Background: an optimization exercise with open tools, aiming at small area and a short achievable clock period. Do not read the settings as production practice.
Where RTL was checked, it was by simulation tests only, not by an equivalence proof against the original.

==> flow/design.v (excerpt) <==
module multiplier (
    input clk,
    input rst,
    input start,
    input [31:0] A,
    input [31:0] B,
    input [7:0] Physical_address_in,
    input [31:0] PC_in,
    output [63:0] Product,
    output reg done,
    output reg [7:0] Physical_address_out,
    output reg [31:0] PC_out
);
  reg r0_0;
  reg r0_1;
  reg r1_0;
  reg r2_0;
  reg r2_1;
  reg r3_0;
  reg r3_1;
  reg r4_0;
  reg r4_1;
  reg r5_0;
  reg r5_1;
  reg r6_0;
  reg r6_1;
  reg r7_0;
  reg r7_1;
  reg r8_0;
  reg r8_1;
  reg r9_0;
  reg r9_1;
  reg r10_0;
  reg r10_1;
  reg r11_0;
  reg r11_1;
  reg r12_0;
  reg r12_1;
  reg r13_0;
  reg r13_1;
  reg r14_0;
  reg r14_1;
  reg r15_0;
  reg r15_1;
  reg r16_0;
  reg r16_1;
  reg r17_0;
  reg r17_1;
  reg r18_0;
  reg r18_1;
  reg r19_0;
  reg r19_1;
  reg r20_0;
  reg r20_1;
  reg r21_0;
  reg r21_1;
  reg r22_0;
  reg r22_1;
  reg r23_0;
  reg r23_1;
  reg r24_0;
  reg r24_1;
  reg r25_0;
  reg r25_1;
  reg r26_0;
  reg r26_1;
  reg r27_0;
  reg r27_1;
  reg r28_0;
  reg r28_1;
  reg r29_0;
  reg r29_1;
  reg r30_0;
  reg r30_1;
  reg r31_0;
  reg r31_1;
  reg r32_0;
  reg r32_1;
  reg r33_0;
  reg r33_1;
  reg r34_0;
  reg r34_1;
  reg r35_0;
  reg r35_1;
  reg r36_0;
  reg r36_1;
  reg r37_0;
  reg r37_1;
  reg r38_0;
  reg r38_1;
  reg r39_0;
  reg r39_1;
  reg r40_0;
  reg r40_1;
  reg r41_0;
  reg r41_1;
  reg r42_0;
  reg r42_1;
  reg r43_0;
  reg r43_1;
  reg r44_0;
  reg r44_1;
  reg r45_0;
  reg r45_1;
  reg r46_0;
  reg r46_1;
  reg r47_0;
  reg r47_1;
  reg r48_0;
  reg r48_1;
  reg r49_0;
  reg r49_1;
  reg r50_0;
  ...
Settings: LEC_CHECK=0, CAP_MARGIN=20, CORE_MARGIN=2, CORE_UTILIZATION=40, SETUP_SLACK_MARGIN=0.75, SLEW_MARGIN=20, SYNTH_HIERARCHICAL=1, SYNTH_MINIMUM_KEEP_SIZE=0; clock period 5.0 ns.
standard.sh (not shown) runs the stock make flow with config.mk's settings and CLKGATE_MAP_FILE= SYNTH_SCRIPT=/design/flow/synth_recipe.tcl, a recipe that flattens the netlist after the stock synthesis.
==> flow/flow/run.sh <==
#!/bin/bash
# Layout flow: the standard ORFS flow (standard.sh) with extra ORFS
# settings read from flow/knobs.txt (one VAR=value per line; @FLOW@ stands
# for this flow folder). Its output goes to standard.log.
set -euo pipefail
flowdir="$(pwd)/flow"
knobs=()
while IFS= read -r line; do
  [[ -z "$line" || "$line" == \#* ]] && continue
  knobs+=("${line//@FLOW@/$flowdir}")
done < flow/knobs.txt
bash standard.sh "${knobs[@]}" finish > standard.log 2>&1
==> flow/flow/downsize.tcl <==
# Start the layout from the smallest drive strength of every logic cell that
# synthesis sized up; the flow's timing repair then sizes up what needs it.
set n 0
foreach inst [[ord::get_db_block] getInsts] {
  set m [[$inst getMaster] getName]
  if {![regexp {^(sky130_fd_sc_hd__[a-z0-9]+)_([0-9]+)$} $m -> base size]} { continue }
  if {$size <= 1} { continue }
  if {[string match "*df*" $base] || [string match "*conb*" $base] || [string match "*clk*" $base]} { continue }
  set small [get_lib_cells -quiet ${base}_1]
  if {$small == ""} { continue }
  replace_cell [$inst getName] $small
  incr n
}
puts "downsize: $n cells set to drive strength 1"
==> flow/flow/knobs.txt <==
BUFFER_PORTS_ARGS=-buffer_cell sky130_fd_sc_hd__buf_1
PRE_FLOORPLAN_TCL=@FLOW@/downsize.tcl
The first run finished clean.
==> next run, changes <==
--- a/flow/config.mk
+++ b/flow/config.mk
@@ -10,3 +10,3 @@
 export CORE_UTILIZATION = 40
-export SETUP_SLACK_MARGIN = 0.75
+export SETUP_SLACK_MARGIN = 0.6
 export SLEW_MARGIN = 20
Routed wire length drops by 0.76%.
Global-route usage came out lower by 0.20 points.
Hold slack is worse by 7.1 ps.
Design area falls by 1.8%.
Cell count barely changes.
Utilization falls by 0.85 points.
Non-clock buffer count shrinks by 7.
Die area stays the same.
Function was not checked in any run of this note: the RTL went through the layout flow alone.

---

## the baseline
Another version of the RTL of multiplier (not shown whole).
For scale: roughly 230 flip-flops, roughly 210 I/O pins.
clock: 5.0 ns
lec_check: 0
cap_margin: 20
core_margin: 2
core_utilization: 40
setup_slack_margin: 1
slew_margin: 20
synth_hierarchical: 1
synth_minimum_keep_size: 0
run.sh (not shown) runs the stock make flow with config.mk's settings and CLKGATE_MAP_FILE= SYNTH_SCRIPT=/design/flow/synth_recipe.tcl, a recipe that flattens the netlist after the stock synthesis.
Stock flow here: none of the scripts above is used.
Testbench counts of the baseline, summed over its fixed seeds: latency 24,000, ops 24,000.
What the candidate does differently from the baseline at the input level:
- SETUP_SLACK_MARGIN: 1 -> 0
Notes after the runs:
Taking the baseline as the reference, in the candidate placed cell count held; post-detailed-route via-to-cell ratio went down 0.029.
Taking the baseline as the reference, in the candidate fraction of area in multi-input gates went up 1.6 points; total number of vias went down 5.5%.

---

lane 1:
Another version of the RTL of multiplier (not shown whole).
Size in the first run: ~2800 cells after synthesis.
clock: 5.0 ns
lec_check: 0
cap_margin: 20
core_margin: 2
core_utilization: 55
place_density: 0.7
setup_slack_margin: 1.0
slew_margin: 20
synth_hierarchical: 1
synth_minimum_keep_size: 0
standard.sh (not shown) runs the stock make flow with config.mk's settings and CLKGATE_MAP_FILE= SYNTH_SCRIPT=/design/flow/synth_recipe.tcl, a recipe that flattens the netlist after the stock synthesis.
Scripts as last shown in full above: flow/flow/run.sh, flow/flow/downsize.tcl, flow/flow/knobs.txt
Lane 1: no failed stages, no open violations at the end
### lane 1 -> lane 2
# lane 1
export LEC_CHECK = 0
export CAP_MARGIN = 20
export CORE_MARGIN = 2
export CORE_UTILIZATION = 55
export PLACE_DENSITY = 0.7
export SETUP_SLACK_MARGIN = 1.0
export SLEW_MARGIN = 20
export SYNTH_HIERARCHICAL = 1
export SYNTH_MINIMUM_KEEP_SIZE = 0
create_clock -name core_clock -period 5.0 [get_ports {clk}]
# lane 2
export LEC_CHECK = 0
export CAP_MARGIN = 20
export CORE_MARGIN = 2
export CORE_UTILIZATION = 40
export SETUP_SLACK_MARGIN = 1.0
export SLEW_MARGIN = 20
export SYNTH_HIERARCHICAL = 1
export SYNTH_MINIMUM_KEEP_SIZE = 0
export TNS_END_PERCENT = 30
create_clock -name core_clock -period 5.0 [get_ports {clk}]
==> run summary <==
- Diff lane 1 -> lane 2: floorplan die area has increased; number of clock buffers in the layout closely matched the old numbers.
- When lane 2 is set beside lane 1, its placement row count turns out to be 14 larger.
- Cmp lane 1 and lane 2 / hold slack / lower: lane 2
- Routed length on met3 went down by more than a quarter going from lane 1 to lane 2.
- The start point of the critical path comes out r26_0 in one run and B[9] in the other, namely in lane 2 and lane 1 respectively.
- Lane 2 -> lane 1: number of DRC violations after detailed routing delta 0, exact match
- In the reports for lane 1 and lane 2, the smaller maximum frequency belongs to lane 1.
Input changes introduced in lane 3 (baseline for comparison: lane 2):
# lane 2
export LEC_CHECK = 0
export CAP_MARGIN = 20
export CORE_MARGIN = 2
export CORE_UTILIZATION = 40
export SETUP_SLACK_MARGIN = 1.0
export SLEW_MARGIN = 20
export SYNTH_HIERARCHICAL = 1
export SYNTH_MINIMUM_KEEP_SIZE = 0
export TNS_END_PERCENT = 30
create_clock -name core_clock -period 5.0 [get_ports {clk}]
# lane 3
export LEC_CHECK = 0
export CAP_MARGIN = 20
export CORE_MARGIN = 2
export CORE_UTILIZATION = 40
export SETUP_SLACK_MARGIN = 1.0
export SLEW_MARGIN = 20
export SYNTH_HIERARCHICAL = 1
export SYNTH_MINIMUM_KEEP_SIZE = 0
create_clock -name core_clock -period 5.0 [get_ports {clk}]
==> flow/flow/knobs.txt <==
BUFFER_PORTS_ARGS=-buffer_cell sky130_fd_sc_hd__buf_2
PRE_FLOORPLAN_TCL=@FLOW@/downsize.tcl
- In summary, lane 3 completed successfully, with a layout that passed the timing, design-rule and antenna checks.
- Compared to lane 2, lane 3 has critical path depth 4 lower.
- Per the comparison of lane 3 with lane 2, maximum frequency from static timing analysis decreased by 0.65% relative to the old numbers; final standard cell count with taps included and fillers excluded ~0 delta; shortest period the worst path allows rose by 26 ps.
- Any difference in total met2 wirelength after detailed routing between lane 2 and lane 3 is small enough to ignore.
## Diff of input files: lane 4 against lane 3
==> flow/flow/knobs.txt <==
BUFFER_PORTS_ARGS=-buffer_cell sky130_fd_sc_hd__buf_4
PRE_FLOORPLAN_TCL=@FLOW@/downsize.tcl
### Flow results
[lane 4] worst hold slack fell 5.3 ps relative to lane 3. Setup slack: lane 4 less than lane 3. Diff lane 3 -> lane 4: post-CTS resize count down 19; global routing met2 resource utilization moved down.
Setup changes, lane 4 to lane 5
# lane 4
export LEC_CHECK = 0
export CAP_MARGIN = 20
export CORE_MARGIN = 2
export CORE_UTILIZATION = 40
export SETUP_SLACK_MARGIN = 1.0
export SLEW_MARGIN = 20
export SYNTH_HIERARCHICAL = 1
export SYNTH_MINIMUM_KEEP_SIZE = 0
create_clock -name core_clock -period 5.0 [get_ports {clk}]
# lane 5
export LEC_CHECK = 0
export CAP_MARGIN = 20
export CORE_MARGIN = 2
export CORE_UTILIZATION = 40
export SETUP_SLACK_MARGIN = 1.0
export SLEW_MARGIN = 20
export SYNTH_HIERARCHICAL = 1
export SYNTH_MINIMUM_KEEP_SIZE = 0
export TNS_END_PERCENT = 5
create_clock -name core_clock -period 5.0 [get_ports {clk}]
==> flow/flow/knobs.txt <==
BUFFER_PORTS_ARGS=-buffer_cell sky130_fd_sc_hd__buf_1
PRE_FLOORPLAN_TCL=@FLOW@/downsize.tcl
[summary]
- What lane 5 reported for number of gates resized after CTS has to be multiplied by 0.898 to get the figure for lane 4.
- Between lane 4 and lane 5, the wire length of the first global-routing pass is lower for lane 4.
Function was not checked in any run of this note: the RTL went through the layout flow alone.

-- afterwards: timing with drivers on the ports --
Ports are ideal in the flow. The routed layouts listed here were re-timed in OpenROAD. Step 1, drivers: a clkbuf_16 drives clk and a buf_2 each remaining input, both assumed. Step 2 times the ports against the registers' clock, not the clock port: input delays grow and output delays shrink by t, the midpoint of the rising clock arrivals with the driver on. a / b / c = ideal / step 1 / step 2; a / b = the first two.
| run | t (ns) | setup WS [ns] | worst slew at a driven data input, ns |
|---|---|---|---|
| the first run of note 1 | 0.487 | 0.780 / 0.765 / 0.282 | 0.12 |
| the second run of note 1 | 0.495 | 0.684 / 0.681 / 0.186 | 0.18 |
| the baseline | 0.597 | 0.705 / 0.646 / 0.330 | 0.27 |
| the candidate | 0.607 | 0.080 / 0.013 / -0.060 | 0.23 |
| lane 1 | 0.560 | 0.876 / 0.904 / 0.344 | 0.09 |
| lane 2 | 0.555 | 0.991 / 0.931 / 0.443 | 0.07 |
| lane 3 | 0.555 | 0.964 / 0.989 / 0.434 | 0.09 |
| lane 4 | 0.559 | 0.961 / 0.954 / 0.428 | 0.08 |
| lane 5 | 0.573 | 0.945 / 0.883 / 0.423 | 0.07 |
Met with ideal ports but missed after step 2: setup timing in the candidate. The setup slack of lane 2, which loses most, moves by -0.060 ns with the drivers and by -0.548 ns with both steps.
